From an optimization exercise on the open Yosys and OpenROAD flow, aimed at small area and a short achievable clock period; shortcuts taken in it are not production practice. At most, simulation tests tie the RTL to the original design; equivalence was not proved.

==> inputs of run a <==
==> flow/design.v (excerpt) <==
module mac (
    input  logic               i_nrst,
    input  logic               i_clk,
    input  logic signed  [7:0] i_a0, i_a1, i_a2, i_a3, i_a4, i_a5, i_a6, i_a7,
    input  logic signed  [7:0] i_b0, i_b1, i_b2, i_b3, i_b4, i_b5, i_b6, i_b7,
    output logic signed [18:0] o_res
);
make LEC_CHECK=0 CAP_MARGIN=20 CORE_MARGIN=5 CORE_UTILIZATION=40 SLEW_MARGIN=20 SYNTH_HIERARCHICAL=1 SYNTH_MINIMUM_KEEP_SIZE=0 finish   # period 5.5 ns
run.sh (not shown) runs the stock make flow with config.mk's settings and CLKGATE_MAP_FILE= SYNTH_SCRIPT=/design/flow/synth_recipe.tcl, a recipe that flattens the netlist after the stock synthesis.
==> run b: changes against run a <==
--- a/flow/design.v
+++ b/flow/design.v
@@ -2600,29 +2600,25 @@
     mac_fa us1475 (.a(c1448), .b(s1449), .ci(s1423), .s(s1475), .co(c1476));
     mac_fa us1477 (.a(c1450), .b(s1451), .ci(s1427), .s(s1477), .co(c1478));
     mac_fa us1479 (.a(c1452), .b(s1453), .ci(s1431), .s(s1479), .co(c1480));
     mac_fa us1481 (.a(c1454), .b(s1455), .ci(r2[81]), .s(s1481), .co(c1482));
     mac_fa us1483 (.a(c1456), .b(s1457), .ci(r2[84]), .s(s1483), .co(c1484));
     assign nx = {1'b1, c1484, c1482, c1480, c1478, c1476, c1474, c1472, c1470, c1468, c1466, c1464, c1462, c1460, s1459, r2[4], r2[3], r2[2], r2[0]};
     assign ny = {1'b1, c1458, s1483, s1481, s1479, s1477, s1475, s1473, s1471, s1469, s1467, s1465, s1463, s1461, r2[8], r2[5], 1'b1, 1'b1, r2[1]};
     logic nrst_d1, nrst_d2;
-    logic [18:0] rx, ry;
+    assign sum = ~nx + ~ny + 19'd264192;
+    logic [18:0] res;
     always_ff @(posedge i_clk) begin
         nrst_d1 <= i_nrst;
         nrst_d2 <= nrst_d1;
-        if (!(i_nrst && nrst_d1 && nrst_d2)) begin
-            rx <= '0;
-            ry <= 19'd260096;
-        end else begin
-            rx <= ~nx;
-            ry <= ~ny;
-        end
+        if (!(i_nrst && nrst_d1 && nrst_d2)) res <= '0;
+        else res <= sum;
     end
-    assign o_res = rx + ry + 19'd264192;
+    assign o_res = res;
 endmodule
 module mac_fa (input logic a, b, ci, output logic s, co);
     assign s  = a ^ b ^ ci;
     assign co = (a & b) | (a & ci) | (b & ci);
 endmodule
 module mac_ha (input logic a, b, output logic s, co);
     assign s  = ~(a ^ b);
     assign co = a | b;
- ABC_CLOCK_PERIOD_IN_PS: not set -> 1000
==> run c: changes against run a <==
--- a/flow/design.v
+++ b/flow/design.v
@@ -2600,29 +2600,25 @@
     mac_fa us1475 (.a(c1448), .b(s1449), .ci(s1423), .s(s1475), .co(c1476));
     mac_fa us1477 (.a(c1450), .b(s1451), .ci(s1427), .s(s1477), .co(c1478));
     mac_fa us1479 (.a(c1452), .b(s1453), .ci(s1431), .s(s1479), .co(c1480));
     mac_fa us1481 (.a(c1454), .b(s1455), .ci(r2[81]), .s(s1481), .co(c1482));
     mac_fa us1483 (.a(c1456), .b(s1457), .ci(r2[84]), .s(s1483), .co(c1484));
     assign nx = {1'b1, c1484, c1482, c1480, c1478, c1476, c1474, c1472, c1470, c1468, c1466, c1464, c1462, c1460, s1459, r2[4], r2[3], r2[2], r2[0]};
     assign ny = {1'b1, c1458, s1483, s1481, s1479, s1477, s1475, s1473, s1471, s1469, s1467, s1465, s1463, s1461, r2[8], r2[5], 1'b1, 1'b1, r2[1]};
     logic nrst_d1, nrst_d2;
-    logic [18:0] rx, ry;
+    assign sum = ~nx + ~ny + 19'd264192;
+    logic [18:0] res;
     always_ff @(posedge i_clk) begin
         nrst_d1 <= i_nrst;
         nrst_d2 <= nrst_d1;
-        if (!(i_nrst && nrst_d1 && nrst_d2)) begin
-            rx <= '0;
-            ry <= 19'd260096;
-        end else begin
-            rx <= ~nx;
-            ry <= ~ny;
-        end
+        if (!(i_nrst && nrst_d1 && nrst_d2)) res <= '0;
+        else res <= sum;
     end
-    assign o_res = rx + ry + 19'd264192;
+    assign o_res = res;
 endmodule
 module mac_fa (input logic a, b, ci, output logic s, co);
     assign s  = a ^ b ^ ci;
     assign co = (a & b) | (a & ci) | (b & ci);
 endmodule
 module mac_ha (input logic a, b, output logic s, co);
     assign s  = ~(a ^ b);
     assign co = a | b;
- ABC_CLOCK_PERIOD_IN_PS: not set -> 1000
- SETUP_SLACK_MARGIN: not set -> 2.0
==> run d: changes against run a <==
--- a/flow/design.v
+++ b/flow/design.v
@@ -2600,29 +2600,25 @@
     mac_fa us1475 (.a(c1448), .b(s1449), .ci(s1423), .s(s1475), .co(c1476));
     mac_fa us1477 (.a(c1450), .b(s1451), .ci(s1427), .s(s1477), .co(c1478));
     mac_fa us1479 (.a(c1452), .b(s1453), .ci(s1431), .s(s1479), .co(c1480));
     mac_fa us1481 (.a(c1454), .b(s1455), .ci(r2[81]), .s(s1481), .co(c1482));
     mac_fa us1483 (.a(c1456), .b(s1457), .ci(r2[84]), .s(s1483), .co(c1484));
     assign nx = {1'b1, c1484, c1482, c1480, c1478, c1476, c1474, c1472, c1470, c1468, c1466, c1464, c1462, c1460, s1459, r2[4], r2[3], r2[2], r2[0]};
     assign ny = {1'b1, c1458, s1483, s1481, s1479, s1477, s1475, s1473, s1471, s1469, s1467, s1465, s1463, s1461, r2[8], r2[5], 1'b1, 1'b1, r2[1]};
     logic nrst_d1, nrst_d2;
-    logic [18:0] rx, ry;
+    assign sum = ~nx + ~ny + 19'd264192;
+    logic [18:0] res;
     always_ff @(posedge i_clk) begin
         nrst_d1 <= i_nrst;
         nrst_d2 <= nrst_d1;
-        if (!(i_nrst && nrst_d1 && nrst_d2)) begin
-            rx <= '0;
-            ry <= 19'd260096;
-        end else begin
-            rx <= ~nx;
-            ry <= ~ny;
-        end
+        if (!(i_nrst && nrst_d1 && nrst_d2)) res <= '0;
+        else res <= sum;
     end
-    assign o_res = rx + ry + 19'd264192;
+    assign o_res = res;
 endmodule
 module mac_fa (input logic a, b, ci, output logic s, co);
     assign s  = a ^ b ^ ci;
     assign co = (a & b) | (a & ci) | (b & ci);
 endmodule
 module mac_ha (input logic a, b, output logic s, co);
     assign s  = ~(a ^ b);
     assign co = a | b;
==> comparison <==
- Worst hold slack is about the same in run d and run a.
- In run c the clock skew is higher than in run d, by 0.013 ns.
- In run c the utilization is higher than in run a, by 1.5 points.
Function not checked in run a: the RTL went through the layout flow alone.

-- static timing again, ports no longer ideal --
The results above use ideal ports. As a check the final layouts listed here were re-extracted and re-timed, cells and wires unchanged.
Step 1 (the two cells are an assumption about what drives the block):
set clk [get_ports {i_clk}]
set_driving_cell -lib_cell sky130_fd_sc_hd__clkbuf_16 $clk
set_driving_cell -lib_cell sky130_fd_sc_hd__buf_2 [delete_from_list [all_inputs] $clk]
Step 2 also shifts input and output timing later by t, the mid clock arrival at the registers, as if the neighbouring blocks saw the same clock.
a / b / c = ideal / step 1 / step 2; a / b = the first two.
run	shift t [ns]	setup WS [ns]	worst slew at a driven data input, ns
run a	0.583	1.005 / 0.950 / 1.534	0.06
run b	0.586	1.244 / 1.244 / 1.244	0.05
run c	0.613	1.763 / 1.763 / 1.763	0.05
run d	0.586	1.244 / 1.244 / 1.244	0.05
After both steps every run listed still meets setup and hold.
